This design comes from an exercise in tuning for small area, a short achievable clock period and few clock cycles on the open sky130 flow, not from production work.
Only simulation tests tie the RTL to the original design; equivalence was not proved.

main:
## mul_datapath
module mul_datapath (
    input  logic clk,
    input  logic rst_n,
    input  logic start,
    input  logic signed [51:0] multiplicand_i,
    input  logic signed [51:0] multiplier_i,
    output logic signed [103:0] product_o,
    output logic signed [51:0] product_rounded_o,
    output logic done
);
For scale: about 300 flip-flops, ~0.067 sq mm of cells after synthesis.
export LEC_CHECK = 0
export ABC_AREA = 1
export CAP_MARGIN = 20
export CORE_MARGIN = 2
export CORE_UTILIZATION = 40
export SETUP_SLACK_MARGIN = 4
export SLEW_MARGIN = 20
export SYNTH_HIERARCHICAL = 1
export SYNTH_MINIMUM_KEEP_SIZE = 0
create_clock -name core_clock -period 8.0 [get_ports {clk}]
standard.sh (not shown) runs the stock make flow with config.mk's settings and CLKGATE_MAP_FILE= SYNTH_SCRIPT=/design/flow/synth_recipe.tcl, a recipe that flattens the netlist after the stock synthesis.
==> flow/flow/run.sh <==
#!/bin/bash
# The standard layout, with plain buffers (buf_4) on the ports instead of the
# delay cells buffer_ports picks by default.
set -euo pipefail
export BUFFER_PORTS_ARGS="-buffer_cell sky130_fd_sc_hd__buf_4"
bash standard.sh finish > standard_flow.log 2>&1
Testbench counts of main, summed over its fixed seeds: cycles 1,608.
Setup changes, main to the feature branch
- a change of SETUP_SLACK_MARGIN from 4 to 3
[summary]
- The count of nets after finishing of the feature branch is lower than that of main.
- Changes observed in the feature branch relative to main: non-clock buffer count down about 24%, final worst-path setup slack down 0.10 ns, number of ordinary inverters in the final layout down 5, area of all placed cells without fillers down about 11%, instance area at placement down 840 sq um.
- Against main, maximum frequency from static timing analysis in the feature branch came out worse.
- The worst setup path category comes out reg -> out in one run and in -> reg in the other, namely in main and the feature branch respectively.
- In the feature branch, number of clock buffers in the layout is higher than in main.
- On overall routed net length, the feature branch does better than main.
- Between main and the feature branch, number of global-route vias before repair is higher for main, the feature branch comes in under that.

Another version of the RTL of mul_datapath (not shown whole).
Size in the first run: roughly 6500 cells after synthesis, ~240 flip-flops, about 260 I/O pins, ~61000 um^2 of cells after synthesis.
export LEC_CHECK = 0
export ABC_AREA = 1
export CAP_MARGIN = 20
export CORE_MARGIN = 2
export CORE_UTILIZATION = 40
export SETUP_SLACK_MARGIN = 3.5
export SLEW_MARGIN = 20
export SYNTH_HIERARCHICAL = 1
export SYNTH_MINIMUM_KEEP_SIZE = 0
export TNS_END_PERCENT = 10
create_clock -name core_clock -period 8.0 [get_ports {clk}]
Scripts as last shown in full above: flow/flow/run.sh
Testbench counts at the start, summed over its fixed seeds: cycles 1,608.
Edit:
--- a/flow/config.mk
+++ b/flow/config.mk
@@ -11,3 +11,3 @@
 export CORE_UTILIZATION = 40
-export SETUP_SLACK_MARGIN = 3.5
+export SETUP_SLACK_MARGIN = 3
 export SLEW_MARGIN = 20
@@ -15,2 +15 @@
 export SYNTH_MINIMUM_KEEP_SIZE = 0
-export TNS_END_PERCENT = 10
Effect: The changed run finished clean. Setup slack is worse by 0.091 ns. Synthesized cell count stays the same. Count of clock-buffer cells in the layout went down by 2. Wire length went down by 1.2%. Critical path depth went down by 2. Sequential share of layout area went down by 0.28 points. Fmax went down by 1.7%.
Edit:
--- a/flow/config.mk
+++ b/flow/config.mk
@@ -15 +15,2 @@
 export SYNTH_MINIMUM_KEEP_SIZE = 0
+export TNS_END_PERCENT = 10
=> Synthesized area is unchanged. Fmax climbs by a few percent. Sequential cell count is unchanged. Count of clock-buffer cells in the layout drops by 5. Cell area drops by a few percent. Wire length drops slightly.

## try-tundra
Another version of the RTL of mul_datapath (not shown whole).
For scale: about 6,400 cells after synthesis, about 300 flip-flops, about 260 I/O pins, about 0.062 mm2 of cells after synthesis.
clock: 8.0 ns
lec_check: 0
abc_area: 1
cap_margin: 20
core_margin: 2
core_utilization: 40
setup_slack_margin: 3
slew_margin: 20
synth_hierarchical: 1
synth_minimum_keep_size: 0
tns_end_percent: 10
Scripts as last shown in full above: flow/flow/run.sh
Having completed the whole flow, try-tundra delivered a layout that passed the timing, design-rule and antenna checks.
Testbench counts of try-tundra, summed over its fixed seeds: cycles 1,608.
Inputs modified between try-tundra and try-xenon:
Settings: a deleted TNS_END_PERCENT that had been 10.
[summary]
Hold slack was lower in the run labelled try-tundra.
Changes observed in try-xenon relative to try-tundra: final standard cell area without fillers moved up.
For try-xenon, the critical-path cell with the highest stage delay was fa_2, unlike try-tundra, where it was fa_1.
Input changes introduced in try-juniper (baseline for comparison: try-xenon):
Settings: TNS_END_PERCENT now 10, previously not set.
==> flow/flow/run.sh <==
#!/bin/bash
# The standard layout, with plain buffers (buf_2) on the ports instead of the
# delay cells buffer_ports picks by default.
set -euo pipefail
export BUFFER_PORTS_ARGS="-buffer_cell sky130_fd_sc_hd__buf_2"
bash standard.sh finish > standard_flow.log 2>&1
Relative to try-xenon, try-juniper degrades worst setup timing slack at the placement stage.
try-juniper vs try-xenon, post-route minimum period went up by 25 ps.
Any difference in count of buffers from port buffering between try-juniper and try-xenon is small enough to ignore.
try-juniper reached the end of the flow, and the finished layout is clean on the timing, design-rule and antenna checks.
Vias: try-juniper fewer than try-xenon
Reported for try-xenon and try-juniper, remaining routing DRC violations turned out identical to the last digit.
Going from try-xenon to try-juniper, post-route clock period utilization went up by 0.32 points, number of ordinary and repair buffers in the finished layout went down by 11%.
[inputs] try-harbor vs try-juniper
Settings: SETUP_SLACK_MARGIN changed from 3 to 3.5.
==> flow/flow/run.sh <==
#!/bin/bash
# The standard layout, with plain buffers (buf_4) on the ports instead of the
# delay cells buffer_ports picks by default.
set -euo pipefail
export BUFFER_PORTS_ARGS="-buffer_cell sky130_fd_sc_hd__buf_4"
bash standard.sh finish > standard_flow.log 2>&1
==> summary.txt <==
try-harbor reports a higher total number of nets in the final design than try-juniper does.
Number of cell rows: try-juniper vs try-harbor identical
On worst setup slack, try-juniper loses to try-harbor.
Diff try-juniper -> try-harbor: via count climbed 900, clock buffer instance count of the final layout climbed 2.0%, non-clock buffer contribution to total cell area climbed 1.3 points, fraction of the cycle the final worst path needs dropped 0.31 points.

== the previous run ==
mul_datapath, a different RTL version from the one above (not shown whole).
For scale: roughly 7700 cells after synthesis, ~390 flip-flops, roughly 260 I/O pins, ~0.069 mm² of cells after synthesis.
Design mul_datapath, start of the top module:
module mul_datapath (
    input  logic clk,
    input  logic rst_n,
    input  logic start,
    input  logic signed [51:0] multiplicand_i,
    input  logic signed [51:0] multiplier_i,
    output logic signed [103:0] product_o,
    output logic signed [51:0] product_rounded_o,
    output logic done
);
  logic [51:0] a, b;
  assign a = multiplicand_i;
  assign b = multiplier_i;
  logic [25:0] one, two, neg;
  logic [52:0] pp0;
  logic [52:0] pp1;
  logic [52:0] pp2;
  logic [52:0] pp3;
  logic [52:0] pp4;
  logic [52:0] pp5;
  logic [52:0] pp6;
  logic [52:0] pp7;
  logic [52:0] pp8;
  logic [52:0] pp9;
  logic [52:0] pp10;
  logic [52:0] pp11;
  logic [52:0] pp12;
  logic [52:0] pp13;
  logic [52:0] pp14;
  logic [52:0] pp15;
  logic [52:0] pp16;
  logic [52:0] pp17;
  logic [52:0] pp18;
  logic [52:0] pp19;
  logic [52:0] pp20;
  logic [52:0] pp21;
  logic [52:0] pp22;
  logic [52:0] pp23;
  logic [52:0] pp24;
  logic [52:0] pp25;
  logic [392:0] cut_d, cut_q;
  logic [52:0] b_ext;
  assign b_ext = {b, 1'b0};
  logic [53:0] a_ext;   
  assign a_ext = {a[51], a, 1'b0};
  always_comb begin
    for (int i = 0; i < 26; i++) begin
      one[i] = b_ext[2*i+1] ^ b_ext[2*i];
      two[i] = (b_ext[2*i+2] & ~b_ext[2*i+1] & ~b_ext[2*i]) | (~b_ext[2*i+2] & b_ext[2*i+1] & b_ext[2*i]);
      neg[i] = b_ext[2*i+2];
    end
  end
  always_comb begin
    for (int j = 0; j < 52; j++)
      pp0[j] = ((one[0] & a_ext[j+1]) | (two[0] & a_ext[j])) ^ neg[0];
    pp0[52] = ~(((one[0] & a_ext[53]) | (two[0] & a_ext[52])) ^ neg[0]);
  end
  always_comb begin
    for (int j = 0; j < 52; j++)
      pp1[j] = ((one[1] & a_ext[j+1]) | (two[1] & a_ext[j])) ^ neg[1];
    pp1[52] = ~(((one[1] & a_ext[53]) | (two[1] & a_ext[52])) ^ neg[1]);
  end
  always_comb begin
    for (int j = 0; j < 52; j++)
      pp2[j] = ((one[2] & a_ext[j+1]) | (two[2] & a_ext[j])) ^ neg[2];
    pp2[52] = ~(((one[2] & a_ext[53]) | (two[2] & a_ext[52])) ^ neg[2]);
  end
  always_comb begin
    for (int j = 0; j < 52; j++)
      pp3[j] = ((one[3] & a_ext[j+1]) | (two[3] & a_ext[j])) ^ neg[3];
    pp3[52] = ~(((one[3] & a_ext[53]) | (two[3] & a_ext[52])) ^ neg[3]);
  end
  always_comb begin
    for (int j = 0; j < 52; j++)
      pp4[j] = ((one[4] & a_ext[j+1]) | (two[4] & a_ext[j])) ^ neg[4];
  ...
clock: 8.0 ns
lec_check: 0
abc_area: 1
cap_margin: 20
core_margin: 2
core_utilization: 40
slew_margin: 20
synth_hierarchical: 1
synth_minimum_keep_size: 0
run.sh (not shown) runs the stock make flow with config.mk's settings and CLKGATE_MAP_FILE= SYNTH_SCRIPT=/design/flow/synth_recipe.tcl, a recipe that flattens the netlist after the stock synthesis.
Stock flow here: none of the scripts above is used.
The final layout from the previous run, which completed every stage, passed the timing, design-rule and antenna checks at the end of the flow.
Testbench counts of the previous run, summed over its fixed seeds: cycles 1,608.
Inputs modified between the previous run and the current run:
==> flow/flow/run.sh (new file) <==
#!/bin/bash
# The standard layout, with plain buffers (buf_4) on the ports instead of the
# delay cells buffer_ports picks by default.
set -euo pipefail
export BUFFER_PORTS_ARGS="-buffer_cell sky130_fd_sc_hd__buf_4"
bash standard.sh finish > standard_flow.log 2>&1
==> flow/standard.sh (new file) <==
#!/bin/bash
# synth_recipe.tcl (not shown) runs the flow's synth.tcl, then flattens the netlist and writes it again
# the make line also repeats each setting of config.mk as NAME=value (left out here)
make -C /OpenROAD-flow-scripts/flow DESIGN_CONFIG=/design/flow/config.mk WORK_HOME=/design/flow/orfs CLKGATE_MAP_FILE= SYNTH_SCRIPT=/design/flow/synth_recipe.tcl "${@:-finish}"
removed: flow/run.sh
Findings:
The current run closes out successfully: all stages finished, all timing, DRC and antenna checks passed. Re final worst slack: the previous run was lower than the current run. Looking at initial antenna violation count across the previous run and the current run, the one that comes out higher is the current run. Sort the previous run and the current run by worst hold slack, ascending, and the current run comes first. From the previous run to the current run the numbers moved as follows: global-route usage flat, portion of the layout cell area used by non-clock buffers shrank by 0.71 points. Diff the previous run -> the current run: number of setup buffers added after CTS saw little to no change; sequential share of layout area saw little to no change.

what the ideal ports hide:
Ports are ideal in the flow. The routed layouts listed here were re-timed in OpenROAD. Step 1: set_driving_cell puts a clkbuf_16 on clk and a buf_2 on each other input, an assumption about the parent block. Step 2 also shifts input and output timing later by t, the mid clock arrival at the registers, as if the neighbouring blocks saw the same clock. Slacks: ideal ports / drivers / drivers and shift; pairs: ideal ports / drivers.
run | t, ns | setup WS [ns] | clock arrival spread, ns | pins driven straight from the clock port
main | 0.754 | 2.854 / 2.762 / 2.007 | 0.060 / 0.059 | 1
the feature branch | 0.737 | 2.754 / 2.603 / 1.866 | 0.087 / 0.088 | 1
the first run of note 2 | 0.744 | 2.711 / 2.583 / 1.838 | 0.091 / 0.091 | 1
the second run of note 2 | 0.718 | 2.620 / 2.616 / 1.898 | 0.058 / 0.057 | 1
the third run of note 2 | 0.714 | 2.738 / 2.607 / 1.893 | 0.045 / 0.045 | 1
try-tundra | 0.736 | 2.690 / 2.602 / 1.970 | 0.025 / 0.025 | 1
try-xenon | 0.728 | 2.746 / 2.656 / 1.928 | 0.029 / 0.029 | 1
try-juniper | 0.726 | 2.721 / 2.638 / 1.927 | 0.032 / 0.031 | 1
try-harbor | 0.770 | 2.746 / 2.599 / 1.829 | 0.040 / 0.040 | 1
the previous run | 0.762 | 1.002 / 0.911 / 1.078 | 0.077 / 0.077 | 1
the current run | 0.789 | 1.202 / 1.111 / 1.122 | 0.073 / 0.073 | 1
After both steps every run listed still meets setup and hold. The setup slack of try-harbor, which loses most, moves by -0.147 ns with the drivers and by -0.917 ns with both steps.
